From an optimization exercise on the open Yosys and OpenROAD flow, aimed at small area and a short achievable clock period; shortcuts taken in it are not production practice.
RTL that was checked went through simulation tests only; none was proved equivalent to the original.
Power figures rest on the tool's default switching activity, not on a simulated workload.

Design adress_checker, start of the top module:
module adress_checker(
    input clk,
    input rst,
    input [63:0] address,          
    input [63:0] size,             
    input valid,                   
    input [3:0] start,             
    input [3:0] complete,          
    output reg [1:0] dependency    
    );
reg [63:0] address_buffer [0:3];       
reg [63:0] end_plus1_buffer [0:3];     
reg [3:0] end_plus1_top;               
reg [3:0] busy;
reg [3:0] free;      
function lt64;
    input [63:0] x;
    input [63:0] y;
    reg [63:0] g, p;
    integer k, w;
    begin
        g = y & ~x;
        p = y | ~x;
        for (w = 32; w >= 1; w = w / 2)
            for (k = 0; k < w; k = k + 1) begin
                g[k] = g[2*k+1] | (p[2*k+1] & g[2*k]);
                p[k] = p[2*k+1] & p[2*k];
            end
        lt64 = g[0];
    end
endfunction
function [63:0] add64;
    input [63:0] x;
    input [63:0] y;
    reg [63:0] g, p;
    integer k, l, s;
    begin
        g = x & y;
        p = x ^ y;
        for (l = 0; l < 6; l = l + 1) begin
            s = 1 << l;
            for (k = 63; k >= 0; k = k - 1)
                if ((k & s) != 0) begin
                    g[k] = g[k] | (p[k] & g[(k & ~(2*s-1)) + s - 1]);
                    p[k] = p[k] & p[(k & ~(2*s-1)) + s - 1];
                end
        end
        add64 = (x ^ y) ^ {g[62:0], 1'b0};
    end
endfunction
wire [63:0] end_plus1 = add64(address, size);
wire end_plus1_is_top = ~|end_plus1;
reg [3:0] clash;
reg [3:0] take;
integer i;
always @(*) begin
    for (i = 0; i < 4; i = i + 1)
        clash[i] = busy[i]
                 & (end_plus1_top[i] | lt64(address, end_plus1_buffer[i]))
  ...
==> module adress_checker, before the edit <==
module adress_checker(
    input clk,
    input rst,
    input [63:0] address,          
    input [63:0] size,             
    input valid,                   
    input [3:0] start,             
    input [3:0] complete,          
    output reg [1:0] dependency    
    );
reg [63:0] address_buffer [0:3];       
reg [63:0] end_plus1_buffer [0:3];     
reg [3:0] end_plus1_top;               
reg [3:0] busy;
reg [3:0] free;      
function lt64;
    input [63:0] x;
    input [63:0] y;
    reg [63:0] g, p;
    integer k, w;
    begin
        g = y & ~x;
        p = y | ~x;
        for (w = 32; w >= 1; w = w / 2)
            for (k = 0; k < w; k = k + 1) begin
                g[k] = g[2*k+1] | (p[2*k+1] & g[2*k]);
                p[k] = p[2*k+1] & p[2*k];
            end
        lt64 = g[0];
    end
endfunction
function [63:0] add64;
    input [63:0] x;
    input [63:0] y;
    reg [63:0] g, p;
    integer k, l, s;
    begin
        g = x & y;
        p = x ^ y;
        for (l = 0; l < 6; l = l + 1) begin
            s = 1 << l;
            for (k = 63; k >= 0; k = k - 1)
                if ((k & s) != 0) begin
                    g[k] = g[k] | (p[k] & g[(k & ~(2*s-1)) + s - 1]);
                    p[k] = p[k] & p[(k & ~(2*s-1)) + s - 1];
                end
        end
        add64 = (x ^ y) ^ {g[62:0], 1'b0};
    end
endfunction
wire [63:0] end_plus1 = add64(address, size);
wire end_plus1_is_top = ~|end_plus1;
reg [3:0] clash;
reg [3:0] take;
integer i;
always @(*) begin
    for (i = 0; i < 4; i = i + 1)
        clash[i] = busy[i]
                 & (end_plus1_top[i] | lt64(address, end_plus1_buffer[i]))
                 & (end_plus1_is_top | lt64(address_buffer[i], end_plus1));
    take[0] = ~busy[0];
    take[1] = busy[0] & ~busy[1];
    take[2] = busy[0] & busy[1] & ~busy[2];
    take[3] = busy[0] & busy[1] & busy[2] & ~busy[3];
end
always @(posedge clk) begin
    for (i = 0; i < 4; i = i + 1) begin
        address_buffer[i] <= (address_buffer[i] & {64{busy[i]}}) | (address & {64{free[i]}});
        end_plus1_buffer[i] <= (end_plus1_buffer[i] & {64{busy[i]}}) | (end_plus1 & {64{free[i]}});
        end_plus1_top[i] <= (end_plus1_top[i] & busy[i]) | (end_plus1_is_top & free[i]);
    end
end
always @(posedge clk) begin
    if (~rst) begin
        busy <= 0;
        free <= 4'b1111;
        dependency <= 0;
    end
    else begin
        if (valid)
            dependency <= (&busy) ? 2'b11 : (|clash) ? 2'b01 : 2'b00;
        busy <= (busy & ~complete) | (take & {4{valid & ~|clash}});
        free <= ~((busy & ~complete) | (take & {4{valid & ~|clash}}));
    end
end
endmodule
clock: 7.5 ns
lec_check: 0
abc_area: 1
cap_margin: 20
core_margin: 2
core_utilization: 60
cts_cluster_diameter: 100
cts_cluster_size: 25
setup_slack_margin: 3.2
slew_margin: 20
tns_end_percent: 10
buffer_ports_args: -buffer_cell sky130_fd_sc_hd__buf_2
standard.sh (not shown) runs the stock make flow with config.mk's settings and CLKGATE_MAP_FILE= SYNTH_SCRIPT=/design/flow/synth_recipe.tcl, a recipe that flattens the netlist after the stock synthesis.
==> flow/flow/run.sh <==
#!/bin/bash
# Standard ORFS layout (standard.sh) with two changes:
# - the half/full adder cells are don't-use, so Yosys leaves adder and
#   comparator logic to ABC instead of extracting ha/fa cells;
# - the port buffers that buffer_ports inserts are buf_2 cells.
set -e
cat >> config.mk <<'EOF'
export DONT_USE_CELLS += sky130_fd_sc_hd__ha_1 sky130_fd_sc_hd__ha_2 sky130_fd_sc_hd__ha_4 sky130_fd_sc_hd__fa_1 sky130_fd_sc_hd__fa_2 sky130_fd_sc_hd__fa_4 sky130_fd_sc_hd__fah_1 sky130_fd_sc_hd__fahcin_1 sky130_fd_sc_hd__fahcon_1
export BUFFER_PORTS_ARGS = -buffer_cell sky130_fd_sc_hd__buf_2
EOF
bash standard.sh > standard.log 2>&1
Change:
--- a/flow/design.v
+++ b/flow/design.v
@@ -11,11 +11,10 @@
     );
 reg [63:0] address_buffer [0:3];       
 reg [63:0] end_plus1_buffer [0:3];     
 reg [3:0] end_plus1_top;               
 reg [3:0] busy;
-reg [3:0] free;      
 function lt64;
     input [63:0] x;
     input [63:0] y;
     reg [63:0] g, p;
     integer k, w;
@@ -64,24 +63,24 @@
     take[2] = busy[0] & busy[1] & ~busy[2];
     take[3] = busy[0] & busy[1] & busy[2] & ~busy[3];
 end
 always @(posedge clk) begin
     for (i = 0; i < 4; i = i + 1) begin
-        address_buffer[i] <= (address_buffer[i] & {64{busy[i]}}) | (address & {64{free[i]}});
-        end_plus1_buffer[i] <= (end_plus1_buffer[i] & {64{busy[i]}}) | (end_plus1 & {64{free[i]}});
-        end_plus1_top[i] <= (end_plus1_top[i] & busy[i]) | (end_plus1_is_top & free[i]);
+        if (~busy[i]) begin
+            address_buffer[i] <= address;
+            end_plus1_buffer[i] <= end_plus1;
+            end_plus1_top[i] <= end_plus1_is_top;
+        end
     end
 end
 always @(posedge clk) begin
     if (~rst) begin
         busy <= 0;
-        free <= 4'b1111;
         dependency <= 0;
     end
     else begin
         if (valid)
             dependency <= (&busy) ? 2'b11 : (|clash) ? 2'b01 : 2'b00;
         busy <= (busy & ~complete) | (take & {4{valid & ~|clash}});
-        free <= ~((busy & ~complete) | (take & {4{valid & ~|clash}}));
     end
 end
 endmodule
=> Flip-flop and latch count falls by 4. Area after synthesis increases slightly. Fmax grows by a few percent. Design area goes up by a little under a tenth. Die area came out higher slightly. Core utilization went up by 3.7 points. Combinational power decreases by about a fifth. Hold slack improves by 81 ps. Final cell count falls by roughly a tenth. Clock-buffer cell count is higher by 8.
Function not checked in the second run of this note: the RTL went through the layout flow alone.

[re-timing with driven ports]
Ports are ideal in the flow. The routed layouts listed here were re-timed in OpenROAD.
Step 1 assumes that a clkbuf_16 drives the clock port and a buf_2 every other input.
Step 2, shift: input delay + t, output delay - t, t = (earliest + latest rising clock arrival at the registers) / 2. This alone moves slack from input paths to output paths.
Three values: ideal, step 1, step 2; two values: the first two.
run	t (ns)	setup WS [ns]	worst data-port slew with drivers (ns)
the first run	0.655	3.110 / 3.148 / 2.492	0.05
the second run	0.640	3.213 / 3.245 / 2.605	0.07
After both steps every run listed still meets setup and hold. The setup slack of the first run, which loses most, moves by +0.038 ns with the drivers and by -0.618 ns with both steps.
